What follows belongs to an exercise in optimizing a design on an open flow for small area, a short achievable clock period and few clock cycles per item; a production flow would make more cautious choices.
The RTL was checked by simulation tests, not by an equivalence proof against the original design.
Power and IR drop assume default switching activity.

==> design/flow/config.mk <==
export PLATFORM = sky130hd
export DESIGN_NAME = DatapathPipelined
export DESIGN_NICKNAME = DatapathPipelined
export VERILOG_FILES = /design/flow/design.v
export SDC_FILE = /design/flow/constraint.sdc
export NUM_CORES = 4
export LEC_CHECK = 0
export CAP_MARGIN = 20
export CELL_PAD_IN_SITES_DETAIL_PLACEMENT = 1
export CELL_PAD_IN_SITES_GLOBAL_PLACEMENT = 2
export CORE_MARGIN = 2
export CORE_UTILIZATION = 30
export PLACE_DENSITY = 0.5
export SLEW_MARGIN = 20
==> design/flow/constraint.sdc <==
create_clock -name core_clock -period 20.0 [get_ports {clk}]
set_input_delay 4.0000 -clock core_clock [delete_from_list [all_inputs] [get_ports {clk}]]
set_output_delay 4.0000 -clock core_clock [all_outputs]
set_load 0.01 [all_outputs]
==> design/flow/design.v <==
`timescale 1ns / 1ns
module RegFile (
  input             clk,
  input             we,
  input      [ 4:0] wa,
  input      [31:0] wd,
  input      [ 4:0] ra1,
  input      [ 4:0] ra2,
  output reg [31:0] rd1,
  output reg [31:0] rd2
);
  reg [31:0] regs [1:31];
  integer i;
  always @(posedge clk) begin
    for (i = 1; i < 32; i = i + 1)
      if (we && wa == i) regs[i] <= wd;
  end
  always @(*) begin
    rd1 = 32'd0;
    rd2 = 32'd0;
    for (i = 1; i < 32; i = i + 1) begin
      rd1 = rd1 | (regs[i] & {32{ra1 == i}});
      rd2 = rd2 | (regs[i] & {32{ra2 == i}});
    end
  end
endmodule
`timescale 1ns / 1ns
module MulDiv (
  input         clk,
  input         rst,
  input         go,      
  input  [ 2:0] f3,
  input  [31:0] a,
  input  [31:0] b,
  input         load,    
  input  [12:0] d_bsel,  
  output        done,
  input  [ 2:0] m_f3,
  output [31:0] res
);
  reg  [ 1:0] ph;    
  reg  [ 4:0] cnt;
  reg  [ 1:0] mk;    
  reg  [33:0] acc;   
  reg  [31:0] lo;    
  reg  [32:0] dv;    
  reg         an, qn;
  wire is_div = f3[2];
  wire a_sg = ~(f3[1] & f3[0]);    
  wire b_sg = ~f3[1];              
  wire [32:0] ma = {a_sg & a[31], a};
  wire [32:0] mb = {b_sg & b[31], b};
  wire last0 = (&mb[32:7])  | ~(|mb[32:7]);
  wire last1 = (&mb[32:15]) | ~(|mb[32:15]);
  wire last2 = (&mb[32:23]) | ~(|mb[32:23]);
  wire mlast = (cnt[1:0] == 2'd0) ? last0 :
               (cnt[1:0] == 2'd1) ? last1 :
               (cnt[1:0] == 2'd2) ? last2 : 1'b1;
  reg [12:0] bsel;
  reg [7:0] by;
  reg       sb, pv;
  always @(*) begin
    case (cnt[1:0])
      2'd0: begin by = mb[15:8];  sb = mb[15]; pv = mb[7];  end
      2'd1: begin by = mb[23:16]; sb = mb[23]; pv = mb[15]; end
      default: begin by = mb[31:24]; sb = mb[32]; pv = mb[23]; end
    endcase
  end
  wire [12:0] n_bsel;
  BoothSel nb (.by(by), .sb(sb), .pv(pv), .sel(n_bsel));
  always @(posedge clk) begin
    if (load)
      bsel <= d_bsel;
    else if (go && !is_div)
      bsel <= n_bsel;
  end
  wire [41:0] row [0:4];
  wire [3:0]  neg;
  wire [41:0] ma42 = {{9{ma[32]}}, ma};
  genvar k;
  generate
    for (k = 0; k < 4; k = k + 1) begin : booth
      wire one = bsel[3*k], two = bsel[3*k+1];
      assign neg[k] = bsel[3*k+2];
      wire [41:0] mag = ({42{one}} & ma42) | ({42{two}} & {ma42[40:0], 1'b0});
      wire [41:0] sgn = mag ^ {42{neg[k]}};
      assign row[k] = sgn << (2 * k);
    end
  endgenerate
  assign row[4] = {({42{bsel[12]}} & ma42)} << 8;
  wire [41:0] c1 = row[1] | {41'd0, neg[0]};
  wire [41:0] c2 = row[2] | {39'd0, neg[1], 2'd0};
  wire [41:0] c3 = row[3] | {37'd0, neg[2], 4'd0};
  wire [41:0] c4 = row[4] | {35'd0, neg[3], 6'd0};
  wire [41:0] c0 = row[0];
  wire [41:0] ca = (ph == 2'd0) ? 42'd0 : {{8{acc[33]}}, acc};
  wire [41:0] s1a = c0 ^ c1 ^ c2;
  wire [41:0] k1a = ((c0 & c1) | (c0 & c2) | (c1 & c2)) << 1;
  wire [41:0] s1b = c3 ^ c4 ^ ca;
  wire [41:0] k1b = ((c3 & c4) | (c3 & ca) | (c4 & ca)) << 1;
  wire [41:0] s2  = s1a ^ k1a ^ s1b;
  wire [41:0] k2  = ((s1a & k1a) | (s1a & s1b) | (k1a & s1b)) << 1;
  wire [41:0] s3  = s2 ^ k2 ^ k1b;
  wire [41:0] k3  = ((s2 & k2) | (s2 & k1b) | (k2 & k1b)) << 1;
  wire [41:0] t   = s3 + k3;
  wire sg    = ~f3[0];
  wire a_neg = sg & a[31];
  wire b_neg = sg & b[31];
  wire [31:0] aa = a_neg ? (~a + 32'd1) : a;
  wire [31:0] ba = b_neg ? (~b + 32'd1) : b;
  wire bz   = ~(|b);
  wire triv = bz | (aa < ba);
  function [4:0] msb;
    input [31:0] v;
    integer j;
    begin
      msb = 5'd0;
      for (j = 0; j < 32; j = j + 1)
        if (v[j]) msb = j;
    end
  endfunction
  wire [4:0] sh = msb(acc[31:0]) - msb(dv[31:0]);
  wire [33:0] d1  = {2'b00, acc[31:0]} - {1'b0, dv};
  wire        ge1 = ~d1[33];
  wire [31:0] r1  = ge1 ? d1[31:0] : acc[31:0];
  wire [33:0] d2  = {2'b00, r1} - {2'b00, dv[32:1]};
  wire        ge2 = ~d2[33];
  wire [31:0] r2  = ge2 ? d2[31:0] : r1;
  assign done = is_div ? ((ph == 2'd0) ? triv : (ph == 2'd2) & (cnt == 5'd0)) : mlast;
  always @(posedge clk) begin
    if (rst) begin
      ph  <= 2'd0;
      cnt <= 5'd0;
    end else if (go) begin
      if (!is_div) begin
        acc <= t[41:8];
        lo  <= {t[7:0], lo[31:8]};
        if (mlast) begin
          ph  <= 2'd0;
          cnt <= 5'd0;
          mk  <= cnt[1:0];
        end else begin
          ph  <= 2'd2;
          cnt <= cnt + 5'd1;
        end
      end else begin
        case (ph)
          2'd0: begin
            acc <= {2'b00, aa};
            dv  <= {1'b0, ba};
            lo  <= {32{bz}};
            an  <= a_neg;
            qn  <= (a_neg ^ b_neg) & ~bz;
            if (!triv) ph <= 2'd1;
          end
          2'd1: begin
            dv  <= dv << {sh[4:1], 1'b1};
            cnt <= {1'b0, sh[4:1]};
            ph  <= 2'd2;
          end
          default: begin
            acc[31:0] <= r2;
            lo <= {lo[29:0], ge1, ge2};
            dv <= dv >> 2;
            if (cnt == 5'd0) ph <= 2'd0;
            else cnt <= cnt - 5'd1;
          end
        endcase
      end
    end
  end
  reg [31:0] mlo, mhi;
  always @(*) begin
    case (mk)
      2'd0: begin mlo = {acc[23:0], lo[31:24]}; mhi = {{22{acc[33]}}, acc[33:24]}; end
      2'd1: begin mlo = {acc[15:0], lo[31:16]}; mhi = {{14{acc[33]}}, acc[33:16]}; end
      2'd2: begin mlo = {acc[7:0],  lo[31:8]};  mhi = {{6{acc[33]}},  acc[33:8]};  end
      default: begin mlo = lo; mhi = acc[31:0]; end
    endcase
  end
  wire        nsel = m_f3[1] ? an : qn;
  wire [31:0] nin  = m_f3[1] ? acc[31:0] : lo;
  wire [31:0] dres = (nin ^ {32{nsel}}) + {31'd0, nsel};
  assign res = m_f3[2] ? dres : (m_f3[1:0] == 2'b00) ? mlo : mhi;
endmodule
module BoothSel (
  input  [ 7:0] by,
  input         sb,
  input         pv,
  output [12:0] sel
);
  wire [8:0] bb = {by, pv};
  genvar k;
  generate
    for (k = 0; k < 4; k = k + 1) begin : enc
      wire b0 = bb[2*k], b1 = bb[2*k+1], b2 = bb[2*k+2];
      assign sel[3*k]   = b0 ^ b1;
      assign sel[3*k+1] = (b2 & ~b1 & ~b0) | (~b2 & b1 & b0);
      assign sel[3*k+2] = b2 & ~(b1 & b0);
    end
  endgenerate
  assign sel[12] = by[7] & ~sb;
endmodule
`timescale 1ns / 1ns
module DatapathPipelined (
  input         clk,
  input         rst,
  output [31:0] pc_to_imem,
  input  [31:0] inst_from_imem,
  output [31:0] addr_to_dmem,
  input  [31:0] load_data_from_dmem,
  output [31:0] store_data_to_dmem,
  output [ 3:0] store_we_to_dmem,
  output        halt,
  output [31:0] trace_writeback_pc,
  output [31:0] trace_writeback_inst
);
  reg  [31:2] f_pc;
  reg         d_valid;
  reg  [31:2] d_pc;
  reg  [31:0] d_inst;
  reg         x_valid;
  reg  [31:2] x_pc;
  reg  [31:0] x_inst;
  reg  [31:0] x_a, x_b, x_sd;
  reg         x_cin;
  reg  [ 4:0] x_rd;
  reg  [ 2:0] x_f3;
  reg         x_wr, x_load, x_store, x_br, x_pred, x_jalr, x_halt, x_md;
  reg         x_sel_add, x_sel_slt, x_sel_xor, x_sel_or, x_sel_and;
  reg         x_sel_sll, x_sel_sr, x_sel_link, x_sra;
  reg         m_wr, m_load, m_md;
  reg  [ 4:0] m_rd;
  reg  [ 2:0] m_f3;
  reg  [31:0] m_res, m_sd;
  reg  [ 3:0] m_we;
  reg         w_wr, w_load;
  reg  [ 4:0] w_rd;
  reg  [ 2:0] w_f3;
  reg  [ 1:0] w_off;
  reg  [31:0] w_reg;
  wire [31:0] md_res;
  wire [31:0] m_fwd = m_md ? md_res : m_res;
  reg  [31:0] w_ld;
  always @(*) begin
    case (w_f3[1:0])
      2'b00: begin
        case (w_off)
          2'd0: w_ld[7:0] = w_reg[7:0];
          2'd1: w_ld[7:0] = w_reg[15:8];
          2'd2: w_ld[7:0] = w_reg[23:16];
          default: w_ld[7:0] = w_reg[31:24];
        endcase
        w_ld[31:8] = {24{~w_f3[2] & w_ld[7]}};
      end
      2'b01: begin
        w_ld[15:0] = w_off[1] ? w_reg[31:16] : w_reg[15:0];
        w_ld[31:16] = {16{~w_f3[2] & w_ld[15]}};
      end
      default: w_ld = w_reg;
    endcase
  end
  wire [31:0] w_data = w_load ? w_ld : w_reg;
  wire [4:0] d_op  = d_inst[6:2];
  wire [2:0] d_f3  = d_inst[14:12];
  wire [4:0] d_rd  = d_inst[11:7];
  wire [4:0] d_rs1 = d_inst[19:15];
  wire [4:0] d_rs2 = d_inst[24:20];
  wire d_lui   = (d_op == 5'b01101);
  wire d_auipc = (d_op == 5'b00101);
  wire d_jal   = (d_op == 5'b11011);
  wire d_jalr  = (d_op == 5'b11001);
  wire d_br    = (d_op == 5'b11000);
  wire d_load  = (d_op == 5'b00000);
  wire d_store = (d_op == 5'b01000);
  wire d_opimm = (d_op == 5'b00100);
  wire d_oprr  = (d_op == 5'b01100);
  wire d_sys   = (d_op == 5'b11100);
  wire d_md    = d_oprr & d_inst[25];
  wire d_alu   = d_opimm | (d_oprr & ~d_inst[25]);
  wire d_pred  = d_br & d_inst[31];      
  wire d_wr   = ~(d_br | d_store | d_sys) & (d_rd != 5'd0);
  wire d_use1 = ~(d_lui | d_auipc | d_jal);
  wire d_use2 = d_oprr | d_store | d_br;
  wire [31:0] imm_i = {{20{d_inst[31]}}, d_inst[31:20]};
  wire [31:0] imm_s = {{20{d_inst[31]}}, d_inst[31:25], d_inst[11:7]};
  wire [31:0] imm_u = {d_inst[31:12], 12'b0};
  wire [31:2] imm_b = {{19{d_inst[31]}}, d_inst[31], d_inst[7], d_inst[30:25], d_inst[11:9]};
  wire [31:2] imm_j = {{11{d_inst[31]}}, d_inst[31], d_inst[19:12], d_inst[20], d_inst[30:22]};
  wire [31:0] d_imm = d_store ? imm_s : (d_lui | d_auipc) ? imm_u : imm_i;
  wire [31:2] d_tgt = d_pc + (d_jal ? imm_j : imm_b);
  wire d_slt = d_alu & (d_f3 == 3'b010 || d_f3 == 3'b011);
  wire d_sub = d_br | d_slt | (d_oprr & ~d_inst[25] & d_inst[30] & d_f3 == 3'b000);
  wire [31:0] rf1, rf2;
  RegFile rf (
    .clk(clk), .we(w_wr), .wa(w_rd), .wd(w_data),
    .ra1(d_rs1), .ra2(d_rs2), .rd1(rf1), .rd2(rf2)
  );
  wire [31:0] x_res;
  wire        x_busy;
  wire x_hit1 = x_valid & x_wr & (x_rd == d_rs1);
  wire m_hit1 = m_wr & (m_rd == d_rs1);
  wire w_hit1 = w_wr & (w_rd == d_rs1);
  wire x_hit2 = x_valid & x_wr & (x_rd == d_rs2);
  wire m_hit2 = m_wr & (m_rd == d_rs2);
  wire w_hit2 = w_wr & (w_rd == d_rs2);
  wire [31:0] rs1v = x_hit1 ? x_res : m_hit1 ? m_fwd : w_hit1 ? w_data : rf1;
  wire [31:0] rs2v = x_hit2 ? x_res : m_hit2 ? m_fwd : w_hit2 ? w_data : rf2;
  wire x_late = x_load | x_md;
  wire hazard = d_valid & (
                (d_use1 & ((x_hit1 & x_late) | (m_hit1 & m_load))) |
                (d_use2 & ((x_hit2 & x_late) | (m_hit2 & m_load))));
  wire [12:0] d_bsel;
  BoothSel db (.by(rs2v[7:0]), .sb(rs2v[7]), .pv(1'b0), .sel(d_bsel));
  wire x_fire = x_valid & ~x_busy;
  wire x_taken;
  wire redirect_x = x_fire & (x_jalr | (x_br & (x_taken ^ x_pred)));
  wire d_hold = x_busy | hazard;
  wire redirect_d = d_valid & (d_jal | d_pred) & ~d_hold & ~redirect_x;
  wire [31:0] x_sum;
  assign pc_to_imem = {f_pc, 2'b00};
  always @(posedge clk) begin
    if (rst)
      f_pc <= 30'd0;
    else if (redirect_x)
      f_pc <= x_jalr ? x_sum[31:2] : x_sd[31:2];
    else if (redirect_d)
      f_pc <= d_tgt;
    else if (!d_hold)
      f_pc <= f_pc + 30'd1;
  end
  always @(posedge clk) begin
    if (rst)
      d_valid <= 1'b0;
    else if (redirect_x || redirect_d)
      d_valid <= 1'b0;
    else if (!d_hold)
      d_valid <= 1'b1;
  end
  always @(posedge clk) begin
    if (!d_hold) begin
      d_pc   <= f_pc;
      d_inst <= inst_from_imem;
    end
  end
  wire x_new = ~x_busy & d_valid & ~hazard & ~redirect_x;
  always @(posedge clk) begin
    if (rst)
      x_valid <= 1'b0;
    else if (!x_busy)
      x_valid <= x_new;
  end
  always @(posedge clk) begin
    if (rst) begin
      x_inst <= 32'd0;
      x_halt <= 1'b0;
    end else begin
      x_inst <= x_new ? d_inst : 32'd0;
      x_halt <= x_new & d_sys;
    end
    x_pc <= d_pc;
  end
  always @(posedge clk) begin
    if (!x_busy) begin
      x_a     <= d_lui ? 32'd0 : d_auipc ? {d_pc, 2'b00} : rs1v;
      x_b     <= (d_oprr | d_br ? rs2v : d_imm) ^ {32{d_sub}};
      x_sd    <= d_store ? rs2v : (d_br & ~d_pred) ? {d_tgt, 2'b00} : {f_pc, 2'b00};
      x_cin   <= d_sub;
      x_rd    <= d_rd;
      x_f3    <= d_f3;
      x_wr    <= d_wr;
      x_load  <= d_load;
      x_store <= d_store;
      x_br    <= d_br;
      x_pred  <= d_pred;
      x_jalr  <= d_jalr;
      x_md    <= d_md;
      x_sel_add  <= d_lui | d_auipc | d_load | d_store | (d_alu & d_f3 == 3'b000);
      x_sel_slt  <= d_slt;
      x_sel_xor  <= d_alu & d_f3 == 3'b100;
      x_sel_or   <= d_alu & d_f3 == 3'b110;
      x_sel_and  <= d_alu & d_f3 == 3'b111;
      x_sel_sll  <= d_alu & d_f3 == 3'b001;
      x_sel_sr   <= d_alu & d_f3 == 3'b101;
      x_sel_link <= d_jal | d_jalr;
      x_sra      <= d_inst[30];
    end
  end
  wire [32:0] sum33 = {1'b0, x_a} + {1'b0, x_b} + {32'd0, x_cin};
  assign x_sum = sum33[31:0];
  wire lt_u = ~sum33[32];
  wire lt_s = (x_a[31] == x_b[31]) ? x_a[31] : x_sum[31];    
  wire eq   = &(x_a ^ x_b);
  assign x_taken = x_f3[2] ? ((x_f3[1] ? lt_u : lt_s) ^ x_f3[0]) : (eq ^ x_f3[0]);
  wire [31:0] sll = x_a << x_b[4:0];
  wire signed [32:0] sra_in = {x_sra & x_a[31], x_a};
  wire [32:0] srx = sra_in >>> x_b[4:0];
  wire md_done;
  MulDiv md (
    .clk(clk), .rst(rst), .go(x_valid & x_md), .f3(x_f3),
    .a(x_a), .b(x_b), .load(~x_busy), .d_bsel(d_bsel),
    .done(md_done), .m_f3(m_f3), .res(md_res)
  );
  assign x_busy = x_valid & x_md & ~md_done;
  assign x_res = ({32{x_sel_add}}  & x_sum)
               | ({32{x_sel_slt}}  & {31'd0, x_f3[0] ? lt_u : lt_s})
               | ({32{x_sel_xor}}  & (x_a ^ x_b))
               | ({32{x_sel_or}}   & (x_a | x_b))
               | ({32{x_sel_and}}  & (x_a & x_b))
               | ({32{x_sel_sll}}  & sll)
               | ({32{x_sel_sr}}   & srx[31:0])
               | ({32{x_sel_link}} & x_sd);
  reg [3:0] x_we;
  always @(*) begin
    case (x_f3[1:0])
      2'b00:   x_we = 4'b0001 << x_sum[1:0];
      2'b01:   x_we = x_sum[1] ? 4'b1100 : 4'b0011;
      default: x_we = 4'b1111;
    endcase
  end
  always @(posedge clk) begin
    if (rst) begin
      m_wr <= 1'b0;
      m_we <= 4'd0;
    end else begin
      m_wr <= x_fire & x_wr;
      m_we <= (x_fire & x_store) ? x_we : 4'd0;
    end
    m_load <= x_load;
    m_md   <= x_md;
    m_rd   <= x_rd;
    m_f3   <= x_f3;
    m_res  <= x_res;
    m_sd   <= (x_f3[1:0] == 2'b00) ? {4{x_sd[7:0]}} :
              (x_f3[1:0] == 2'b01) ? {2{x_sd[15:0]}} : x_sd;
  end
  assign addr_to_dmem       = m_res;
  assign store_data_to_dmem = m_sd;
  assign store_we_to_dmem   = m_we;
  always @(posedge clk) begin
    if (rst)
      w_wr <= 1'b0;
    else
      w_wr <= m_wr;
    w_load <= m_load;
    w_rd   <= m_rd;
    w_f3   <= m_f3;
    w_off  <= m_res[1:0];
    w_reg  <= m_load ? load_data_from_dmem : m_fwd;
  end
  assign trace_writeback_pc   = {x_pc, 2'b00};
  assign trace_writeback_inst = x_inst;
  assign halt                 = x_halt;
endmodule
==> design/flow/flow/run.sh <==
#!/bin/bash
# Standard ORFS layout (the standard.sh, standard synthesis), with the
# timing repair steps asked for extra setup slack so that they also shorten
# the achieved clock period. Constraints and clock period are unchanged.
# Gate cloning is skipped: a cloned driver was left over its slew limit.
set -euo pipefail
MARGIN=14
bash standard.sh SETUP_SLACK_MARGIN=$MARGIN SKIP_GATE_CLONING=1 finish > flow_make.log 2>&1
==> design/flow/standard.sh <==
#!/bin/bash
# synth_recipe.tcl (not shown) runs the flow's synth.tcl, then flattens the netlist and writes it again
# the make line also repeats each setting of config.mk as NAME=value (left out here)
make -C /OpenROAD-flow-scripts/flow DESIGN_CONFIG=/design/flow/config.mk WORK_HOME=/design/flow/orfs CLKGATE_MAP_FILE= SYNTH_SCRIPT=/design/flow/synth_recipe.tcl "${@:-finish}"
==> flow_summary.yaml, run 1 <==
hold_path:
  hp-class: "reg2reg"
  min_from: "d_inst[0]$_DFFE_PN_"
  holdPathEnd: "x_inst[0]$_SDFF_PP0_"
  hold_depth: 1
grt:
  grt_usage_pct: 37.4
  antenna_found_initial: 62
  grt_max_degree: 76
  grt_first_pass_wirelength_um: 803000
  first_global_vias: 85700
  overflow: 0
critical_path:
  cp.arrival_ns: 6.62
  r2r_end: "md.acc[31]$_DFFE_PP_"
  timing.reg2reg.setup_slack_ns: 13.98
  worst-path-buf-inv: 6
  rr_worst_depth: 22
  cp_top_family: "compound AO/OA/AOI/OAI gates"
  worstPathRequired_ns: 20.60
  slowest_stage: "fa_1"
  reg2reg_from: "x_a[8]$_SDFFCE_PN0N_"
  path_cells: "buf_8 -> a22oi_1 -> xnor2_1 -> fa_1 -> inv_1 -> fa_1 -> fa_1 -> inv_1 -> ha_1 -> inv_1 -> or3_1 -> o31ai_4 -> o31ai_4 -> o31ai_2 -> buf_4 -> a2111oi_2 -> buf_4 -> a21oi_4 -> a21oi_1 -> o211a_1 -> o31ai_4 -> nand3_1"
  critPathMaxStageDelay_ns: 0.49
  critical_path.max_fanout: 21
  crit_path_start_kind: "flop"
  crit_path_end_kind: "flop"
  path_class: "reg2reg"
drt:
  route.final.wire_length_um: 609000
  drtIter0Drc: 11200
  first_pass_iters: 8
  vias_per_cell: 6.33
  vias: 85400
  ant_nets: 0
  drc: 0
  wl_per_cell_um: 45.1
sta:
  timing.hold.ws_ns: 0.459
  rsz0062_at_grt: "true"
  final.setup.tns_ns: 0
  fin_crit_sh_pct: 30.1
  finalHoldViolations: 0
  fin_skew_ns: 0.115
  setup_viol: 0
  maxSlewViolCount: 0
  fmax_mhz: 166
  period_minus_slack_ns: 6.02
  worst_slew_pin_slew_ns: 1.33
  timing.slew.headroom_pct: 10.6
cells_and_area:
  area_growth_pct: 18.6
  largest_register: "rf.regs"
  final_cell_mix: "1290 x edfxtp_1, 1042 x a22oi_1, 725 x nand2_1, 560 x nor2_1, 465 x buf_4"
  final_common_cell: "edfxtp_1"
  nFillCells: 33700
  layout-drive-gt1-share_pct: 15.0
  top_regs: "rf.regs: 992 flops, md.acc: 34 flops, md.dv: 33 flops"
  post-route-util_pct: 35.8
  multi_input_area_mm2: 0.0475
  largest_reg_flops: 992
  register_area_mm2: 0.0433
  nets: 9672
floorplan:
  initial_core_util_pct: 30.2
  die_h_um: 561
  die_x_um: 561
  core_mm2: 0.309
  fp.dieArea_mm2: 0.315
  io_pins: 231
  row_count: 204
synthesis:
  synthFlopType: "edfxtp_1"
  synth_seq_cells: 1516
  syn-cell-area_mm2: 0.0932
  ys_types: 115
  async_reset_ff_share_pct: 0
  synth_area_per_cell_um2: 10.4
  ys_seq_area_share_pct: 46.4
  yosys.area.top_type_share_pct: 41.6
  yosysWarningCount: 4
  synth_area_leaders: "edfxtp_1 42%, a22oi_1 8.4%, dfxtp_1 4.9%, ha_1 3.4%, fa_1 3.2%"
  synth_edf_count: 1290
  synth_top_area_cell: "edfxtp_1"
  synth_cells: 8942
clocking:
  cts-root-buf: "clkbuf_16"
  cts.path.max_buffers: 4
  clkTransAtPathRegs_ns: 0.06
  htreeDepth: 4
  numCtsBuffers: 187
  cts_tree: "built"
  cts.sinks: 1516
  clkLatencyLatePin_ns: 0.95
  cts_hold_buffers: 0
placement:
  gp_congestion: 0.936
  port_buffers: 226
  dpl.hpwl_um: 423000
run:
  drv_cap: 0
run_status:
  status: "timing/DRC/antenna clean"
power:
  powerDensity_mw_per_mm2: 127
  peakVddDrop_v: 0.000145
  p_leak_uw: 0.0401
## timing repair
item	CTS	global route
pin swaps	32	59
endpoints found under the setup margin	381	267
resized for setup	241	170
setup buffers	84	51
hold endpoints to repair	0	0
## through the flow
stage / total power [uW] / setup WS, ns / instance area [um^2] / instances
6_report: 14100 / 13.98 / 110000 / 13500
5_1_grt: 14700 / 13.76 / 110000 / 13500
4_1_cts: 14000 / 13.90 / 109000 / 13400
3_5_place_dp: 10200 / 11.47 / 102000 / 13000
3_3_place_gp: 10200 / 11.56 / 102000 / 13000
2_1_floorplan: 7790 / 14.02 / 93200 / 8945
## where the power goes
group,internal [uW],switching [uW]
clock network,2030,1540
logic,2450,4240
registers,3670,132
## layer usage
| layer | up-vias | GRT usage [%] | wire length, um |
|---|---|---|---|
| met5 | - | 0 | 97 |
| met4 | 14 | 22.7 | 44600 |
| met3 | 1355 | 4.57 | 39600 |
| met2 | 4548 | 61.8 | 286000 |
| met1 | 44800 | 46.6 | 239000 |
| li1 | 34600 | - | - |
## layout make-up
type	count	area share, %
multi-input cells	6371	43.0
flip-flops and latches	1516	39.2
repair buffers	765	6.22
well taps	4120	4.67
clock buffers	235	4.54
inverters	361	1.25
clock inverters	105	1.08
diodes	19	0.0430
## synthesized netlist by cell type (33+ instances only)
cell type     n
edfxtp_1   1290
a22oi_1    1046
nand2_1     729
nor2_1      637
clkbuf_1    518
a21oi_1     426
o21ai_0     365
inv_1       355
xnor2_1     297
ha_1        255
nand3_1     235
dfxtp_1     226
xor2_1      189
nor3_1      182
mux2i_1     168
fa_1        149
nand4_1     134
o211ai_1    108
a21o_1      107
buf_1       102
mux4_2       89
a211oi_1     87
mux2_2       81
and2_1       77
a222oi_1     70
a31oi_1      64
nand2b_1     59
nor2b_1      50
and3_1       49
nor4_1       49
a221oi_1     48
buf_2        48
o22ai_1      46
o21a_1       40
a221o_1      36
o31ai_1      36
a22o_1       35
o21bai_1     33
## logic make-up (layout without fill, tap and decap cells)
group	count (synthesis)	in the layout	share of synthesized area (%)
compound gates	2780	2780	21.0
xor+xnor	486	486	4.57
fa+ha+maj	404	404	6.63
buf+inv	1058	1466	4.50
flops	1516	1516	46.4
mux	339	339	4.96
other cells	1	23	0.00403
simple gates	2358	2358	11.9
## worst max path at each step
stage	from	end	slack [ns]	cells after the start
after detailed placement	md.acc[7]$_DFFE_PP_	md.acc[31]$_DFFE_PP_	11.47	23
after CTS	x_a[31]$_SDFFCE_PN0N_	md.acc[28]$_DFFE_PP_	13.90	18
after global placement	md.acc[7]$_DFFE_PP_	md.acc[31]$_DFFE_PP_	11.56	23
after floorplan	rst	md.acc[0]$_DFFE_PP_	14.02	4
final	x_a[8]$_SDFFCE_PN0N_	md.acc[31]$_DFFE_PP_	13.98	22
after global routing	md.dv[10]$_DFFE_PP_	md.acc[29]$_DFFE_PP_	13.76	26
Testbench counts, summed over its fixed seeds: cycles 218,843, instrs 148,298.
==> run 2: changes to the inputs <==
==> design/flow/flow/run.sh (replaced) <==
#!/bin/bash
# Standard ORFS layout (the standard.sh, standard synthesis), with the
# timing repair steps asked for extra setup slack so that they also shorten
# the achieved clock period. Constraints and clock period are unchanged.
# Gate cloning is skipped: a cloned driver was left over its slew limit.
# Ports are buffered with buf_2 cells; the clock tree uses small clock buffers.
set -euo pipefail
bash standard.sh SETUP_SLACK_MARGIN=14 SKIP_GATE_CLONING=1 TNS_END_PERCENT=100 \
  "BUFFER_PORTS_ARGS=-buffer_cell sky130_fd_sc_hd__buf_2" \
  "CTS_BUF_LIST=sky130_fd_sc_hd__clkbuf_4 sky130_fd_sc_hd__clkbuf_8" finish > flow_make.log 2>&1
==> run 2 against run 1 <==
  * Sequential share of layout area rose by 0.47 points
  * Synthesized area did not move
  * Wire length fell by 0.11%
  * Die area did not move
  * Clock power fell by 7.6%
  * Power fell by 3.2%
  * Core utilization fell by 0.48 points
  * Critical path type unchanged
  * Highest routed layer unchanged
==> flow_summary.yaml, run 2 <==
run_status:
  status: "timing/DRC/antenna clean"
placement:
  dpl.hpwl_um: 419000
  gp_congestion: 0.942
  port_buffers: 226
  placed_area_mm2: 0.101
floorplan:
  row_count: 204
  fp.dieArea_mm2: 0.315
  core_mm2: 0.309
  initial_core_util_pct: 30.2
  die_x_um: 561
  io_pins: 231
  die_h_um: 561
sta:
  setup_viol: 0
  maxSlewViolCount: 0
  rsz0062_at_grt: "true"
  fin_crit_sh_pct: 29.7
  period_minus_slack_ns: 5.94
  fin_skew_ns: 0.0856
  timing.slew.headroom_pct: 10.3
  final.setup.tns_ns: 0
  fmax_mhz: 168
  finalHoldViolations: 0
  worst_slew_pin_slew_ns: 1.34
critical_path:
  path_class: "reg2reg"
  timing.reg2reg.setup_slack_ns: 14.06
  rr_worst_depth: 24
  critical_path.max_fanout: 4
  cp_top_family: "compound AO/OA/AOI/OAI gates"
  worst-path-buf-inv: 4
  path_cells: "ha_4 -> a21oi_2 -> o211ai_1 -> a2111oi_4 -> a21oi_4 -> o21ai_4 -> o211ai_1 -> buf_4 -> o21ai_4 -> buf_12 -> and2_4 -> mux2_4 -> fa_2 -> a211oi_2 -> o211ai_1 -> a21oi_2 -> o31ai_2 -> buf_4 -> o221ai_4 -> o31ai_4 -> o22a_2 -> buf_4 -> mux2_2 -> a221o_1"
  crit_path_end_kind: "flop"
  crit_path_start_kind: "flop"
  r2r_end: "md.acc[29]$_DFFE_PP_"
  reg2reg_from: "md.acc[7]$_DFFE_PP_"
  slowest_stage: "edfxtp_1"
  worstPathRequired_ns: 20.77
  cp.arrival_ns: 6.71
  critPathMaxStageDelay_ns: 0.45
power:
  pwr-share-comb_pct: 47.9
  powerDensity_mw_per_mm2: 125
  total_power_uw: 13600
  pwr-share-seq_pct: 27.9
  p_int_uw: 7800
  p_leak_uw: 0.0405
  clock_power_share_pct: 24.2
  peakVddDrop_v: 0.000149
  p_sw_uw: 5820
  switching_share_pct: 42.7
synthesis:
  synth.area.mux_share_pct: 4.96
  ys_types: 115
  synth_seq_cells: 1516
  synth_cells: 8942
  synth_edf_count: 1290
  synth_simple_gate_area_share_pct: 11.9
  synth_area_per_cell_um2: 10.4
  yosysWarningCount: 4
  async_reset_ff_share_pct: 0
  synth_adder_area_share_pct: 6.63
  synth_top_area_cell: "edfxtp_1"
  synthFlopType: "edfxtp_1"
  ys_seq_area_share_pct: 46.4
  synth_area_leaders: "edfxtp_1 42%, a22oi_1 8.4%, dfxtp_1 4.9%, ha_1 3.4%, fa_1 3.2%"
  yosys.area.top_type_share_pct: 41.6
  synth_commonest_cells: "1290 x edfxtp_1, 1046 x a22oi_1, 729 x nand2_1"
  synth_top_family_by_area: "compound AO/OA/AOI/OAI gates"
  syn-cell-area_mm2: 0.0932
  synth_compound_area_share_pct: 21.0
  yosys.area_share.xor_xnor_pct: 4.57
  synth_most_common_cell: "edfxtp_1"
hold_path:
  min_from: "m_res[1]$_DFF_P_"
  hp-class: "reg2reg"
  hold_depth: 0
  holdPathEnd: "w_off[1]$_DFF_P_"
grt:
  overflow: 0
  grt_first_pass_wirelength_um: 801000
  grt_max_degree: 77
  first_global_vias: 86200
  antenna_found_initial: 76
  grt_usage_pct: 37.3
clocking:
  cts-root-buf: "clkbuf_8"
  clkTransAtPathRegs_ns: 0.06
  clkLatencyLatePin_ns: 1.05
  numCtsBuffers: 297
  cts_tree: "built"
  cts.path.max_buffers: 4
  htreeDepth: 5
  cts.sinks: 1516
drt:
  route.final.wire_length_um: 608000
  drc: 0
  ant_nets: 0
  drtIter0Drc: 11400
  first_pass_iters: 9
  vias: 86400
  wl_per_cell_um: 44.4
  vias_per_cell: 6.32
cells_and_area:
  final_area_mm2: 0.109
  nFillCells: 34000
  area_growth_pct: 17.0
  largest_reg_flops: 992
  final_cell_mix: "1290 x edfxtp_1, 1043 x a22oi_1, 725 x nand2_1, 558 x nor2_1, 454 x buf_4"
  layout-drive-gt1-share_pct: 18.9
  multi_input_area_mm2: 0.0475
  register_area_mm2: 0.0433
  final_common_cell: "edfxtp_1"
  largest_register: "rf.regs"
  top_regs: "rf.regs: 992 flops, md.acc: 34 flops, md.dv: 33 flops"
  nets: 9776
run:
  drv_cap: 0
run 2: cell count changes in the layout (fill, tap and decap cells not counted), moves of 36 or more:
| cell | previous run | this run |
|---|---|---|
| clkbuf_8 | 11 | 311 |
| clkdlybuf4s50_1 | 208 | 0 |
| buf_2 | 2 | 227 |
| clkbuf_4 | 0 | 95 |
| clkbuf_16 | 190 | 0 |
| clkbuf_1 | 36 | 0 |
run 2: area by class of cell:
class / count / area share (%)
well taps: 4120 / 4.73
inverters: 361 / 1.27
multi-input cells: 6371 / 43.5
diodes: 24 / 0.0551
clock inverters: 128 / 0.879
clock buffers: 405 / 4.57
repair buffers: 759 / 5.27
flip-flops and latches: 1516 / 39.7
run 2: cell families after synthesis:
kind of cell,Yosys count
AOI/OAI and AO/OA,2780
and+or+nand+nor,2358
DFF,1516
buffers and inverters,1058
xor gates and xnor gates,486
adders and majority gates,404
muxes,339
other,1
run 2: power by group through the flow:
stage | Clock, uW | Combinational (uW) | Sequential [uW]
5_1_grt | 3470 | 7090 | 3790
6_report | 3300 | 6520 | 3800
3_5_place_dp | 0 | 6210 | 3860
2_1_floorplan | 0 | 4000 | 3790
4_1_cts | 3340 | 6390 | 3790
3_3_place_gp | 0 | 6190 | 3860
run 2: per-stage QoR:
step	instances	util (%)	hold slack, ns	setup slack (ns)
after floorplan	8945	-	0.332	14.02
after global placement	13000	32.5	0.399	11.19
after detailed placement	13000	32.6	0.407	11.58
after CTS	13600	35.0	0.411	14.00
after global routing	13700	35.3	0.413	13.75
final	13700	35.3	0.403	14.06
run 2: layer usage:
layer  vias up  GRT usage (%)  share of wire, %
met5         -              0             0.030
met4        26           21.4               6.8
met3      1404           5.33               6.9
met2      4739           62.2                47
met1     45400           46.0                39
li1      34900              -                 -
run 2: worst register-to-register path: stages (launching register included):
cell	delay [ns]
edfxtp_1	0.45
ha_4	0.29
a21oi_2	0.16
o211ai_1	0.18
a2111oi_4	0.45
a21oi_4	0.12
o21ai_4	0.20
o211ai_1	0.10
buf_4	0.15
o21ai_4	0.14
buf_12	0.15
and2_4	0.21
mux2_4	0.34
fa_2	0.38
a211oi_2	0.29
o211ai_1	0.21
a21oi_2	0.27
o31ai_2	0.09
buf_4	0.16
o221ai_4	0.22
o31ai_4	0.11
o22a_2	0.27
buf_4	0.15
mux2_2	0.29
a221o_1	0.30
run 2: worst max-delay path by stage:
stage	from	end	slack [ns]	cells after the start
global route	md.dv[7]$_DFFE_PP_	md.acc[29]$_DFFE_PP_	13.75	27
CTS	f_pc[25]$_SDFFE_PP0P_	pc_to_imem[25]	14.00	1
floorplan	rst	md.acc[0]$_DFFE_PP_	14.02	4
global placement	md.acc[8]$_DFFE_PP_	md.acc[31]$_DFFE_PP_	11.19	25
finish	md.acc[7]$_DFFE_PP_	md.acc[29]$_DFFE_PP_	14.06	24
detailed placement	md.acc[8]$_DFFE_PP_	md.acc[31]$_DFFE_PP_	11.58	23
run 2: timing repair:
| item | 4_1_cts | 5_1_grt |
|---|---|---|
| pin swaps | 32 | 51 |
| buffers inserted | 93 | 37 |
| endpoints found under the setup margin | 329 | 219 |
| resized for setup | 172 | 139 |
| hold buffers | 0 | 0 |
==> run 3: changes to the inputs <==
--- a/design/flow/flow/run.sh
+++ b/design/flow/flow/run.sh
@@ -7,4 +7,4 @@
 set -euo pipefail
 bash standard.sh SETUP_SLACK_MARGIN=14 SKIP_GATE_CLONING=1 TNS_END_PERCENT=100 \
   "BUFFER_PORTS_ARGS=-buffer_cell sky130_fd_sc_hd__buf_2" \
-  "CTS_BUF_LIST=sky130_fd_sc_hd__clkbuf_4 sky130_fd_sc_hd__clkbuf_8" finish > flow_make.log 2>&1
+  "CTS_BUF_LIST=sky130_fd_sc_hd__clkbuf_8 sky130_fd_sc_hd__clkbuf_16" finish > flow_make.log 2>&1
==> design/flow/config.mk (replaced) <==
export PLATFORM = sky130hd
export DESIGN_NAME = DatapathPipelined
export DESIGN_NICKNAME = DatapathPipelined
export VERILOG_FILES = /design/flow/design.v
export SDC_FILE = /design/flow/constraint.sdc
export NUM_CORES = 4
export LEC_CHECK = 0
export CAP_MARGIN = 30
export CELL_PAD_IN_SITES_DETAIL_PLACEMENT = 1
export CELL_PAD_IN_SITES_GLOBAL_PLACEMENT = 2
export CORE_MARGIN = 2
export CORE_UTILIZATION = 40
export CTS_CLUSTER_DIAMETER = 80
export CTS_CLUSTER_SIZE = 24
export PLACE_DENSITY = 0.55
export SLEW_MARGIN = 30
==> run 3 against run 2 <==
  * Core utilization grew 10 points
  * Critical path depth rose by 7
  * Clock-buffer cell count fell by 303
  * Global-route usage up 8.2 points
==> flow_summary.yaml, run 3 <==
run_status:
  status: "timing/DRC/antenna clean"
drt:
  vias_per_cell: 7.20
  vias: 88200
  first_pass_iters: 10
  drtIter0Drc: 15200
  ant_nets: 0
  route.final.wire_length_um: 556000
  wl_per_cell_um: 45.4
  drc: 0
clocking:
  cts.path.max_buffers: 3
  htreeDepth: 3
  clkLatencyLatePin_ns: 0.83
  cts-root-buf: "clkbuf_16"
  cts_tree: "built"
  cts.sinks: 1516
  numCtsBuffers: 100
  clkTransAtPathRegs_ns: 0.09
placement:
  gp_congestion: 1.00
  port_buffers: 226
  dpl.hpwl_um: 376000
  dp_cells: 11900
  placed_area_mm2: 0.0990
cells_and_area:
  final_area_mm2: 0.105
  instances_no_fill: 12300
  largest_reg_flops: 992
  final_common_cell: "edfxtp_1"
  largest_register: "rf.regs"
  nets: 9569
  layout-drive-gt1-share_pct: 16.5
  area_growth_pct: 13.2
  final_cell_mix: "1290 x edfxtp_1, 1041 x a22oi_1, 725 x nand2_1, 556 x nor2_1, 440 x buf_4"
  top_regs: "rf.regs: 992 flops, md.acc: 34 flops, md.dv: 33 flops"
critical_path:
  crit_top_cell: "buf_12"
  critPathMaxStageDelay_ns: 0.42
  crit_path_end_kind: "flop"
  worstPathRequired_ns: 20.54
  cp.arrival_ns: 6.59
  crit_path_start_kind: "flop"
  path_class: "reg2reg"
  slowest_stage: "a2111oi_4"
  worst-path-buf-inv: 9
  cp_top_family: "compound AO/OA/AOI/OAI gates"
  critical_path.max_fanout: 7
synthesis:
  synth_cells: 8942
  synth_top_area_cell: "edfxtp_1"
  synth_edf_count: 1290
  synthFlopType: "edfxtp_1"
  synth_commonest_cells: "1290 x edfxtp_1, 1046 x a22oi_1, 729 x nand2_1"
  syn-cell-area_mm2: 0.0932
  yosysWarningCount: 4
  synth_seq_cells: 1516
  ys_types: 115
  synth_area_leaders: "edfxtp_1 42%, a22oi_1 8.4%, dfxtp_1 4.9%, ha_1 3.4%, fa_1 3.2%"
  synth_area_per_cell_um2: 10.4
  synth_most_common_cell: "edfxtp_1"
  async_reset_ff_share_pct: 0
  ys_seq_area_share_pct: 46.4
  yosys.area.top_type_share_pct: 41.6
floorplan:
  die_x_um: 487
  fp.dieArea_mm2: 0.237
  initial_core_util_pct: 40.1
  row_count: 177
  io_pins: 231
  core_mm2: 0.232
  die_h_um: 487
power:
  clock_power_share_pct: 17.8
  p_int_uw: 7240
  powerDensity_mw_per_mm2: 127
  total_power_uw: 13400
  p_sw_uw: 6140
  switching_share_pct: 45.9
  pwr-share-seq_pct: 28.4
  peakVddDrop_v: 0.000280
  p_leak_uw: 0.0391
  pwr-share-comb_pct: 53.8
sta:
  setup_viol: 0
  fmax_mhz: 165
  maxSlewViolCount: 0
  finalHoldViolations: 0
  rsz0062_at_grt: "true"
  fin_crit_sh_pct: 30.2
  fin_skew_ns: 0.0751
  worst_slew_pin_slew_ns: 1.23
  timing.slew.headroom_pct: 17.0
  final.setup.tns_ns: 0
  period_minus_slack_ns: 6.05
run:
  drv_cap: 0
grt:
  grt_max_degree: 77
  overflow: 0
  grt_usage_pct: 45.5
  antenna_found_initial: 55
  grt_first_pass_wirelength_um: 741000
  first_global_vias: 85300
hold_path:
  hp-class: "reg2reg"
run 3: cell counts after synthesis:
Identical to the previous run, type by type.
run 3: cells by family (layout without fill, tap and decap cells):
kind of cell	count (synthesis)	in the layout	synth area share, %
AOI/OAI and AO/OA	2780	2780	21.0
xor gates and xnor gates	486	486	4.57
DFF	1516	1516	46.4
adders and majority gates	404	404	6.63
other	1	35	0.00403
muxes	339	339	4.96
and+or+nand+nor	2358	2358	11.9
buffers and inverters	1058	1289	4.50
run 3: layout make-up:
cell class	instances	area, um^2
fill	25000	127000
multi-input combinational	6371	47700
sequential	1516	43300
timing repair buffer	749	5720
tap	3043	3810
clock buffer	102	2540
inverter	361	1370
clock inverter	77	956
antenna	31	77.6
run 3: per-stage QoR:
stage / hold slack [ns] / utilization [%] / setup slack (ns)
2_1_floorplan: 0.332 / - / 14.02
3_3_place_gp: 0.360 / 42.5 / 11.16
3_5_place_dp: 0.366 / 42.6 / 11.10
4_1_cts: 0.380 / 44.8 / 13.93
5_1_grt: 0.403 / 45.4 / 13.71
6_report: 0.383 / 45.4 / 13.95
run 3: path summary, 6_finish.rpt:
check | startpoint | end | slack [ns] | cells past startpoint
worst min-delay path | x_load$_DFFE_PN_ | m_load$_DFF_P_ | 0.38 | 0
worst max-delay path | md.acc[7]$_DFFE_PP_ | md.acc[24]$_DFFE_PP_ | 13.95 | 31
worst max register to register | md.acc[7]$_DFFE_PP_ | md.acc[24]$_DFFE_PP_ | 13.95 | 31
worst min register to register | x_load$_DFFE_PN_ | m_load$_DFF_P_ | 0.38 | 0
run 3: power groups by stage:
stage	clock network, uW	logic (uW)	registers (uW)
6_report	2380	7200	3800
2_1_floorplan	0	4000	3790
5_1_grt	2470	7640	3790
3_3_place_gp	0	6340	3870
3_5_place_dp	0	6430	3880
4_1_cts	2380	6850	3790
run 3: worst reg2reg max path: cells and delay by family, from the launching register on:
family | cells | cell delay (ns)
buffers and inverters | 9 | 1.28
DFF | 1 | 0.40
AOI/OAI and AO/OA | 17 | 3.06
adders and majority gates | 2 | 0.64
and+or+nand+nor | 2 | 0.09
muxes | 1 | 0.32
run 3: routing by layer:
metal / vias up / part of all wire, % / global-route usage, %
met2: 6932 / 42 / 67.0
met1: 45000 / 36 / 56.9
li1: 34400 / - / -
met5: - / 0.047 / 0.265
met3: 1887 / 12 / 11.9
met4: 26 / 9.3 / 34.9
run 3: timing repair:
| action | CTS | global route |
|---|---|---|
| hold buffers | 0 | 0 |
| resized for setup | 162 | 169 |
| endpoints found under the setup margin | 331 | 275 |
| setup buffers | 100 | 60 |
| pin swaps | 41 | 64 |
==> run 4: changes to the inputs <==
--- a/design/flow/config.mk
+++ b/design/flow/config.mk
@@ -5,6 +5,7 @@
 export SDC_FILE = /design/flow/constraint.sdc
 export NUM_CORES = 4
 export LEC_CHECK = 0
+export ABC_AREA = 1
 export CAP_MARGIN = 30
 export CELL_PAD_IN_SITES_DETAIL_PLACEMENT = 1
 export CELL_PAD_IN_SITES_GLOBAL_PLACEMENT = 2
==> run 4 against run 3 <==
  * Still clean
  * Wire length shrank 1.4%
  * Maximum frequency shrank 0.47%
  * Design area rose by 1.0%
  * Critical path depth down 14
  * Power is 2.6% lower
==> flow_summary.yaml, run 4 <==
clocking:
  clkLatencyLatePin_ns: 0.85
  cts_hold_buffers: 0
  cts_tree: "built"
  cts.path.max_buffers: 3
  cts-root-buf: "clkbuf_16"
  clkTransAtPathRegs_ns: 0.10
  htreeDepth: 3
  numCtsBuffers: 105
  cts.sinks: 1516
power:
  p_leak_uw: 0.0426
  total_power_uw: 13000
  peakVddDrop_v: 0.000256
  powerDensity_mw_per_mm2: 122
floorplan:
  row_count: 176
  io_pins: 231
  fp.dieArea_mm2: 0.235
  core_mm2: 0.230
  initial_core_util_pct: 40.2
  die_x_um: 485
  die_h_um: 485
drt:
  vias: 91900
  drc: 0
  drtIter0Drc: 13500
  ant_nets: 0
  first_pass_iters: 8
  route.final.wire_length_um: 548000
  vias_per_cell: 6.58
  wl_per_cell_um: 39.3
critical_path:
  r2r_end: "x_sd[25]$_DFFE_PN_"
  slowest_stage: "o21ai_1"
  reg2reg_from: "d_inst[20]$_DFFE_PN_"
  crit_path_start_kind: "flop"
  timing.reg2reg.setup_slack_ns: 13.92
  worst-path-buf-inv: 4
  crit_path_end_kind: "flop"
  path_cells: "inv_1 -> nor2_1 -> inv_1 -> nor2_1 -> nand2_2 -> clkinv_2 -> buf_4 -> nand2_1 -> nand2_1 -> a221oi_1 -> nand4_1 -> o21ai_1 -> a31oi_1 -> o21ai_0 -> o21ai_1 -> nand2_1 -> o21ai_0"
  critPathMaxStageDelay_ns: 0.62
  path_class: "reg2reg"
  cp_top_family: "compound AO/OA/AOI/OAI gates"
  cp.arrival_ns: 6.63
  rr_worst_depth: 17
  critical_path.max_fanout: 19
  crit_top_cell: "nand2_1"
  worstPathRequired_ns: 20.55
cells_and_area:
  nets: 11300
  largest_register: "rf.regs"
  area_growth_pct: 15.1
  final_common_cell: "nand2_1"
  largest_reg_flops: 992
  post-route-util_pct: 46.3
  instances_no_fill: 14000
  layout-drive-gt1-share_pct: 14.1
  top_regs: "rf.regs: 992 flops, md.acc: 34 flops, md.dv: 33 flops"
  final_cell_mix: "1955 x nand2_1, 1290 x edfxtp_1, 1243 x inv_1, 736 x o21ai_0, 597 x a21oi_1"
synthesis:
  syn-cell-area_mm2: 0.0926
  async_reset_ff_share_pct: 0
  synthFlopType: "edfxtp_1"
  synth_top_area_cell: "edfxtp_1"
  synth_edf_count: 1290
  synth_commonest_cells: "2003 x nand2_1, 1314 x inv_1, 1290 x edfxtp_1"
  synth_seq_cells: 1516
  synth_most_common_cell: "nand2_1"
  yosysWarningCount: 4
  synth_area_leaders: "edfxtp_1 42%, nand2_1 8.1%, inv_1 5.3%, dfxtp_1 4.9%, o21ai_0 4.2%"
  synth_cells: 10400
  synth_area_per_cell_um2: 8.88
  ys_types: 86
  yosys.area.top_type_share_pct: 41.8
  ys_seq_area_share_pct: 46.7
grt:
  grt_max_degree: 69
  grt-busiest-layer: "met2"
  use_met3_pct: 9.33
  grtUsageMet1_pct: 54.3
  grtUsageMet2_pct: 69.5
  grt_first_pass_wirelength_um: 742000
  antenna_found_initial: 46
  first_global_vias: 89400
  grt_usage_pct: 45.1
  overflow: 0
sta:
  finalHoldViolations: 0
  worst_slew_pin_slew_ns: 1.16
  maxSlewViolCount: 0
  final.setup.tns_ns: 0
  period_minus_slack_ns: 6.08
  timing.final.ws_setup_ns: 13.92
  setup_viol: 0
  fin_crit_sh_pct: 30.4
  fmax_mhz: 165
  timing.slew.headroom_pct: 20.6
  rsz0062_at_grt: "true"
  fin_skew_ns: 0.126
placement:
  dp_slack_ns: 11.90
  port_buffers: 226
  gp_congestion: 1.03
  dp_cells: 13500
  dpl.hpwl_um: 403000
run_status:
  status: "timing/DRC/antenna clean"
run:
  drv_cap: 0
hold_path:
  holdPathEnd: "m_load$_DFF_P_"
  min_from: "x_load$_DFFE_PN_"
  hp-class: "reg2reg"
  hold_depth: 0
run 4: final cells by class:
cell class                      instances  area [um^2]
Antenna cell                           32         80.1
Clock buffer                          106         2650
Clock inverter                         81         1020
Fill cell                           26400       124000
Inverter                             1371         5280
Multi-Input combinational cell       6999        44100
Sequential cell                      1516        43300
Tap cell                             3026         3790
Timing Repair Buffer                  823         6420
run 4: worst max-delay path by stage:
stage | from | endpoint | slack (ns) | depth (start not counted)
4_1_cts | md.ph[0]$_SDFFE_PP0P_ | md.acc[24]$_DFFE_PP_ | 13.98 | 24
3_5_place_dp | x_b[2]$_DFFE_PN_ | x_inst[15]$_SDFF_PP0_ | 11.90 | 31
3_3_place_gp | md.acc[30]$_DFFE_PP_ | md.lo[0]$_DFFE_PP_ | 11.72 | 38
5_1_grt | md.dv[1]$_DFFE_PP_ | md.acc[31]$_DFFE_PP_ | 13.80 | 32
6_report | d_inst[20]$_DFFE_PN_ | x_sd[25]$_DFFE_PN_ | 13.92 | 17
2_1_floorplan | x_b[1]$_DFFE_PN_ | md.bsel[1]$_DFFE_PP_ | 13.91 | 29
run 4: timing repair:
action,in CTS,in global routing
gates resized for setup,249,232
setup buffers,136,105
pin swaps,37,98
setup endpoints to repair,346,290
run 4: through the flow:
stage	area, um^2	hold slack (ns)
5_1_grt	107000	0.419
6_report	107000	0.409
3_3_place_gp	98500	0.379
2_1_floorplan	92600	0.329
4_1_cts	105000	0.400
3_5_place_dp	98600	0.375
run 4: report_power, final:
group / internal [uW] / switching [uW]
registers: 3660 / 147
logic: 2400 / 4370
clock network: 1060 / 1390
run 4: cell families after synthesis:
group | Yosys count | synth area share [%]
AO/OA/AOI/OAI | 2858 | 19.6
XOR/XNOR | 424 | 4.03
adder cells (fa/ha/maj) | 404 | 6.67
buffers and inverters | 1916 | 7.90
flip-flops | 1516 | 46.7
multiplexers | 14 | 0.151
other | 1 | 0.00405
AND/OR/NAND/NOR | 3295 | 14.9
run 4: metal layers:
metal	vias up	part of all wire, %
met5	-	0.031
met4	28	10
met3	1826	9.8
met2	6174	44
met1	46100	36
li1	37700	-
run 4: worst reg2reg max path, delay by kind of cell (launching register included):
kind / cells / cell delay (ns)
flip-flops: 1 / 0.53
AND/OR/NAND/NOR: 7 / 1.38
buffers and inverters: 4 / 1.55
AO/OA/AOI/OAI: 6 / 2.35
==> run 5: changes to the inputs <==
--- a/design/flow/flow/run.sh
+++ b/design/flow/flow/run.sh
@@ -5,6 +5,6 @@
 # Gate cloning is skipped: a cloned driver was left over its slew limit.
 # Ports are buffered with buf_2 cells; the clock tree uses small clock buffers.
 set -euo pipefail
-bash standard.sh SETUP_SLACK_MARGIN=14 SKIP_GATE_CLONING=1 TNS_END_PERCENT=100 \
+bash standard.sh SETUP_SLACK_MARGIN=14.5 SKIP_GATE_CLONING=1 TNS_END_PERCENT=100 \
   "BUFFER_PORTS_ARGS=-buffer_cell sky130_fd_sc_hd__buf_2" \
   "CTS_BUF_LIST=sky130_fd_sc_hd__clkbuf_8 sky130_fd_sc_hd__clkbuf_16" finish > flow_make.log 2>&1
==> run 5 against run 4 <==
  * Still clean
  * Wire length increased by 2.3%
  * Hold slack got worse by 0.0074 ns
  * Maximum frequency is 2.4% higher
  * Core utilization increased by 2.2 points
  * Power is 7.3% higher
  * Cell count is 2.1% higher
  * Flip-flop and latch count did not move
  * Sequential power barely moved
  * Design area grew 4.7%
  * Critical path depth is 15 higher
  * Non-clock buffer count rose by 304
  * Largest cell class unchanged
==> flow_summary.yaml, run 5 <==
critical_path:
  path_class: "reg2reg"
  slowest_stage: "fa_2"
  worstPathRequired_ns: 20.53
  crit_path_end_kind: "flop"
  critPathMaxStageDelay_ns: 0.62
  critical_path.max_fanout: 16
  crit_path_start_kind: "flop"
  cp.arrival_ns: 6.46
  crit_top_cell: "nand2_2"
synthesis:
  synthFlopType: "edfxtp_1"
  synth_compound_area_share_pct: 19.6
  synth_area_leaders: "edfxtp_1 42%, nand2_1 8.1%, inv_1 5.3%, dfxtp_1 4.9%, o21ai_0 4.2%"
  synth_commonest_cells: "2003 x nand2_1, 1314 x inv_1, 1290 x edfxtp_1"
  yosysWarningCount: 4
  ys_types: 86
  synth_most_common_cell: "nand2_1"
  syn-cell-area_mm2: 0.0926
  synth_simple_gate_area_share_pct: 14.9
  synth_cells: 10400
  synth_top_area_cell: "edfxtp_1"
  ys_seq_area_share_pct: 46.7
  synth_top_family_by_area: "compound AO/OA/AOI/OAI gates"
  async_reset_ff_share_pct: 0
  synth_adder_area_share_pct: 6.67
  yosys.area_share.xor_xnor_pct: 4.03
  synth_area_per_cell_um2: 8.88
  synth.area.mux_share_pct: 0.151
  synth_edf_count: 1290
  yosys.area.top_type_share_pct: 41.8
  synth_seq_cells: 1516
floorplan:
  die_x_um: 485
  row_count: 176
  initial_core_util_pct: 40.2
  fp.dieArea_mm2: 0.235
  core_mm2: 0.230
  die_h_um: 485
  io_pins: 231
sta:
  finalHoldViolations: 0
  final.setup.tns_ns: 0
  fmax_mhz: 168
  maxSlewViolCount: 0
  setup_viol: 0
  timing.slew.headroom_pct: 15.7
  rsz0062_at_grt: "true"
  fin_crit_sh_pct: 29.7
  worst_slew_pin_slew_ns: 1.25
  timing.hold.ws_ns: 0.401
  period_minus_slack_ns: 5.93
  fin_skew_ns: 0.114
clocking:
  cts-root-buf: "clkbuf_16"
  numCtsBuffers: 108
  cts.path.max_buffers: 3
  htreeDepth: 3
  clkLatencyLatePin_ns: 0.87
  cts_tree: "built"
  cts.sinks: 1516
  clkTransAtPathRegs_ns: 0.09
hold_path:
  hp-class: "reg2reg"
cells_and_area:
  final_area_mm2: 0.112
  final_cell_mix: "1917 x nand2_1, 1290 x edfxtp_1, 1214 x inv_1, 690 x buf_4, 681 x o21ai_0"
  largest_reg_flops: 992
  final_common_cell: "nand2_1"
  nFillCells: 26000
  largest_register: "rf.regs"
  layout-drive-gt1-share_pct: 19.1
  nets: 11600
  top_regs: "rf.regs: 992 flops, md.acc: 34 flops, md.dv: 33 flops"
  area_growth_pct: 20.5
placement:
  port_buffers: 226
  placed_area_mm2: 0.0986
  dpl.hpwl_um: 402000
  gp_congestion: 1.04
drt:
  route.final.wire_length_um: 561000
  drc: 0
  vias_per_cell: 6.58
  wl_per_cell_um: 39.4
  ant_nets: 0
  first_pass_iters: 6
  vias: 93800
  drtIter0Drc: 13200
grt:
  first_global_vias: 90500
  overflow: 0
  antenna_found_initial: 53
  grt_max_degree: 69
  grt_usage_pct: 45.2
  grt_first_pass_wirelength_um: 745000
run:
  drv_cap: 0
power:
  total_power_uw: 14000
  powerDensity_mw_per_mm2: 125
  peakVddDrop_v: 0.000282
  p_leak_uw: 0.0448
run_status:
  status: "timing/DRC/antenna clean"
## run 5: routing by layer
metal / track usage (%) / part of all wire, % / vias up
met2: 69.1 / 44 / 6477
met3: 10.3 / 11 / 2028
met1: 54.3 / 35 / 46900
met4: 37.8 / 10 / 34
met5: 0 / 0.042 / -
li1: - / - / 38300
## run 5: what timing repair did
item	in CTS	in global routing
hold buffers	0	0
endpoints found under the setup margin	434	402
cloned	0	0
buffers inserted	275	279
pin swaps	104	186
resized for setup	543	563
## run 5: path summary, 6_finish.rpt
kind / from / slack [ns] / cells after the start / to
setup / recovery: md.ph[1]$_SDFFE_PP0P_ / 14.07 / 32 / md.acc[31]$_DFFE_PP_
hold / removal: x_load$_DFFE_PN_ / 0.40 / 0 / m_load$_DFF_P_
setup reg to reg: md.ph[1]$_SDFFE_PP0P_ / 14.07 / 32 / md.acc[31]$_DFFE_PP_
hold reg to reg: x_load$_DFFE_PN_ / 0.40 / 0 / m_load$_DFF_P_
## run 5: cells by family after synthesis
group / after synthesis
xor gates and xnor gates: 424
muxes: 14
buffers and inverters: 1916
AOI/OAI and AO/OA: 2858
DFF: 1516
and+or+nand+nor: 3295
adders and majority gates: 404
other: 1
## run 5: worst max-delay path, delay by kind of cell, from the launching register on
family                   cells  cell delay (ns)
AO/OA/AOI/OAI               10             1.53
adder cells (fa/ha/maj)      4             1.46
buffers and inverters        6             0.60
flip-flops                   1             0.52
AND/OR/NAND/NOR             12             1.56
## run 5: stage by stage
stage	util, %	worst slack [ns]	std cells
4_1_cts	46.3	14.10	13900
2_1_floorplan	-	14.44	10400
3_5_place_dp	42.8	12.16	13500
3_3_place_gp	42.8	12.29	13500
5_1_grt	48.5	13.84	14200
6_report	48.5	14.07	14300
## run 5: area by class of cell
class | count | area, um^2 | area share [%]
clock buffers | 110 | 2750 | 2.47
well taps | 3026 | 3790 | 3.39
inverters | 1371 | 5470 | 4.90
flip-flops and latches | 1516 | 43400 | 38.9
multi-input cells | 6999 | 45500 | 40.8
clock inverters | 76 | 971 | 0.870
repair buffers | 1127 | 9640 | 8.64
diodes | 28 | 70.1 | 0.0628
## run 5: power breakdown
group	total [uW]	switching [uW]	leakage, uW	internal (uW)
clock network	2500	1390	0.00182	1100
logic	7690	4690	0.0289	3000
registers	3800	141	0.0141	3660
total	14000	6220	0.0448	7760
==> run 6: changes to the inputs <==
--- a/design/flow/flow/run.sh
+++ b/design/flow/flow/run.sh
@@ -5,6 +5,6 @@
 # Gate cloning is skipped: a cloned driver was left over its slew limit.
 # Ports are buffered with buf_2 cells; the clock tree uses small clock buffers.
 set -euo pipefail
-bash standard.sh SETUP_SLACK_MARGIN=14.5 SKIP_GATE_CLONING=1 TNS_END_PERCENT=100 \
+bash standard.sh SETUP_SLACK_MARGIN=14.25 SKIP_GATE_CLONING=1 TNS_END_PERCENT=100 \
   "BUFFER_PORTS_ARGS=-buffer_cell sky130_fd_sc_hd__buf_2" \
   "CTS_BUF_LIST=sky130_fd_sc_hd__clkbuf_8 sky130_fd_sc_hd__clkbuf_16" finish > flow_make.log 2>&1
--- a/design/flow/config.mk
+++ b/design/flow/config.mk
@@ -5,7 +5,6 @@
 export SDC_FILE = /design/flow/constraint.sdc
 export NUM_CORES = 4
 export LEC_CHECK = 0
-export ABC_AREA = 1
 export CAP_MARGIN = 30
 export CELL_PAD_IN_SITES_DETAIL_PLACEMENT = 1
 export CELL_PAD_IN_SITES_GLOBAL_PLACEMENT = 2
==> run 6 against run 5 <==
  * Hold slack got worse by 0.0094 ns
  * Still clean on timing, DRC and antenna
  * Power is 0.80% lower
  * Highest routed layer unchanged
  * Synthesized area rose by 0.61%
  * Combinational power decreased by 0.5%
  * Via count fell by 5.6%
==> flow_summary.yaml, run 6 <==
cells_and_area:
  largest_register: "rf.regs"
  layout-drive-gt1-share_pct: 18.2
  final_cell_mix: "1290 x edfxtp_1, 1019 x a22oi_1, 719 x nand2_1, 553 x nor2_1, 459 x buf_4"
  top_regs: "rf.regs: 992 flops, md.acc: 34 flops, md.dv: 33 flops"
  nets: 9617
  area_growth_pct: 14.9
  final_common_cell: "edfxtp_1"
  largest_reg_flops: 992
grt:
  use_met3_pct: 13.5
  grtUsageMet1_pct: 56.5
  grt_max_degree: 77
  grtUsageMet2_pct: 67.7
  antenna_found_initial: 57
  grt-busiest-layer: "met2"
  grt_usage_pct: 45.8
  first_global_vias: 85000
  grt_first_pass_wirelength_um: 747000
  overflow: 0
synthesis:
  synth_commonest_cells: "1290 x edfxtp_1, 1046 x a22oi_1, 729 x nand2_1"
  yosys.area.top_type_share_pct: 41.6
  synth_cells: 8942
  async_reset_ff_share_pct: 0
  synth_edf_count: 1290
  synth_top_area_cell: "edfxtp_1"
  syn-cell-area_mm2: 0.0932
  yosysWarningCount: 4
  synthFlopType: "edfxtp_1"
  synth_area_per_cell_um2: 10.4
  synth_seq_cells: 1516
  synth_area_leaders: "edfxtp_1 42%, a22oi_1 8.4%, dfxtp_1 4.9%, ha_1 3.4%, fa_1 3.2%"
  ys_types: 115
  synth_most_common_cell: "edfxtp_1"
  ys_seq_area_share_pct: 46.4
run_status:
  status: "timing/DRC/antenna clean"
sta:
  worst_slew_pin_slew_ns: 1.26
  final.setup.tns_ns: 0
  maxSlewViolCount: 0
  fin_crit_sh_pct: 29.7
  period_minus_slack_ns: 5.94
  timing.hold.ws_ns: 0.392
  timing.final.ws_setup_ns: 14.06
  finalHoldViolations: 0
  fin_skew_ns: 0.0613
  rsz0062_at_grt: "true"
  setup_viol: 0
  timing.slew.headroom_pct: 15.5
  fmax_mhz: 168
clocking:
  clkTransAtPathRegs_ns: 0.09
  cts_tree: "built"
  numCtsBuffers: 102
  cts.sinks: 1516
  htreeDepth: 3
  cts-root-buf: "clkbuf_16"
  cts_hold_buffers: 0
  cts.path.max_buffers: 3
  clkLatencyLatePin_ns: 0.86
critical_path:
  worst-path-buf-inv: 1
  path_class: "reg2reg"
  cp.arrival_ns: 6.44
  crit_path_end_kind: "flop"
  crit_path_start_kind: "flop"
  timing.reg2reg.setup_slack_ns: 14.06
  worstPathRequired_ns: 20.50
  path_cells: "nor3b_1 -> and2_2 -> buf_4 -> a222oi_1 -> nand3_1 -> nor2_1 -> nand3_1 -> o211ai_1 -> a31oi_2 -> a21oi_1 -> xnor2_1"
  slowest_stage: "and2_2"
  critical_path.max_fanout: 17
  critPathMaxStageDelay_ns: 0.93
  crit_top_cell: "nand3_1"
  cp_top_family: "simple AND/OR/NAND/NOR gates"
floorplan:
  die_h_um: 487
  core_mm2: 0.232
  row_count: 177
  initial_core_util_pct: 40.1
  die_x_um: 487
  io_pins: 231
  fp.dieArea_mm2: 0.237
drt:
  route.final.wire_length_um: 563000
  ant_nets: 0
  first_pass_iters: 10
  vias_per_cell: 7.20
  vias: 88500
  drc: 0
  wl_per_cell_um: 45.7
  drtIter0Drc: 15200
placement:
  port_buffers: 226
  dpl.hpwl_um: 375000
  dp_slack_ns: 11.96
  gp_congestion: 1.01
hold_path:
  hp-class: "reg2reg"
run:
  drv_cap: 0
power:
  powerDensity_mw_per_mm2: 130
  peakVddDrop_v: 0.000267
  p_leak_uw: 0.0395
==> run 6: power breakdown <==
group / switching, uW / total, uW / internal [uW]
Combinational: 4750 / 7650 / 2900
Clock: 1380 / 2440 / 1050
Sequential: 132 / 3790 / 3660
Total: 6270 / 13900 / 7610
==> run 6: layout make-up <==
cell class,instances,area [um^2]
clock inverters,80,1050
multi-input cells,6371,48600
repair buffers,795,6310
clock buffers,102,2550
fillers,25000,125000
inverters,361,1390
flip-flops and latches,1516,43300
well taps,3043,3810
diodes,36,90.1
==> run 6: what timing repair did <==
action / 4_1_cts / 5_1_grt
buffers inserted: 128 / 100
endpoints found under the setup margin: 340 / 327
pin swaps: 53 / 113
resized for setup: 259 / 278
==> run 6: worst register-to-register path: stages, from the launching register on <==
cell	delay, ns
edfxtp_1	0.74
nor3b_1	0.67
and2_2	0.93
buf_4	0.65
a222oi_1	0.20
nand3_1	0.15
nor2_1	0.07
nand3_1	0.09
o211ai_1	0.31
a31oi_2	0.88
a21oi_1	0.19
xnor2_1	0.74
==> run 6: cells by family (layout without fill, tap and decap cells) <==
| group | count (synthesis) | after routing | synth area share (%) |
|---|---|---|---|
| xor gates and xnor gates | 486 | 486 | 4.57 |
| buffers and inverters | 1058 | 1338 | 4.50 |
| muxes | 339 | 339 | 4.96 |
| other | 1 | 40 | 0.00403 |
| and+or+nand+nor | 2358 | 2358 | 11.9 |
| AOI/OAI and AO/OA | 2780 | 2780 | 21.0 |
| DFF | 1516 | 1516 | 46.4 |
| adders and majority gates | 404 | 404 | 6.63 |
==> run 6: stage by stage <==
step | total power [uW] | instance area (um^2) | cells | utilization, %
finish | 13900 | 107000 | 12300 | 46.1
global route | 14400 | 107000 | 12300 | 46.1
CTS | 13100 | 105000 | 12200 | 45.1
detailed placement | 10200 | 98800 | 11900 | 42.6
global placement | 10200 | 98500 | 11800 | 42.5
floorplan | 7790 | 93200 | 8945 | -
==> run 6: worst paths after layout <==
check,start,cells after the start,to
setup / recovery,d_inst[23]$_DFFE_PN_,11,x_b[3]$_DFFE_PN_
hold reg to reg,x_load$_DFFE_PN_,0,m_load$_DFF_P_
setup reg to reg,d_inst[23]$_DFFE_PN_,11,x_b[3]$_DFFE_PN_
hold / removal,x_load$_DFFE_PN_,0,m_load$_DFF_P_
==> run 6: layer usage <==
layer,vias to the layer above,share of wire [%]
li1,34400,-
met1,45100,36
met2,7029,43
met3,1920,12
met4,28,9.2
met5,-,0.046

port drivers added, routing unchanged:
How much do the figures lean on ideal ports? The routed layouts below were timed once more, with nothing changed but the port constraints.
Step 1: set_driving_cell puts a clkbuf_16 on clk and a buf_2 on each other input, an assumption about the parent block.
Step 2, shift: input delay + t, output delay - t, t = (earliest + latest rising clock arrival at the registers) / 2. This alone moves slack from input paths to output paths.
Slacks: no drivers / after step 1 / after step 2; pairs: no drivers / after step 1.
run | shift t [ns] | setup WS [ns] | worst setup path after step 2 | worst register clock-pin slew, ns
run 1 | 0.994 | 13.983 / 13.898 / 13.863 | input to register | 0.07 / 0.07
run 2 | 1.118 | 14.058 / 13.952 / 13.825 | input to register | 0.07 / 0.07
run 3 | 0.893 | 13.951 / 13.951 / 13.951 | register to register | 0.11 / 0.11
run 4 | 0.912 | 13.922 / 13.922 / 13.889 | input to register | 0.11 / 0.11
run 5 | 0.919 | 14.065 / 14.065 / 13.626 | input to register | 0.11 / 0.11
run 6 | 0.921 | 14.061 / 14.061 / 13.902 | input to register | 0.11 / 0.11
After both steps every run listed still meets setup and hold. For run 5, which loses most, drivers alone change the setup slack by 0.000 ns; drivers and shift together by -0.439 ns.
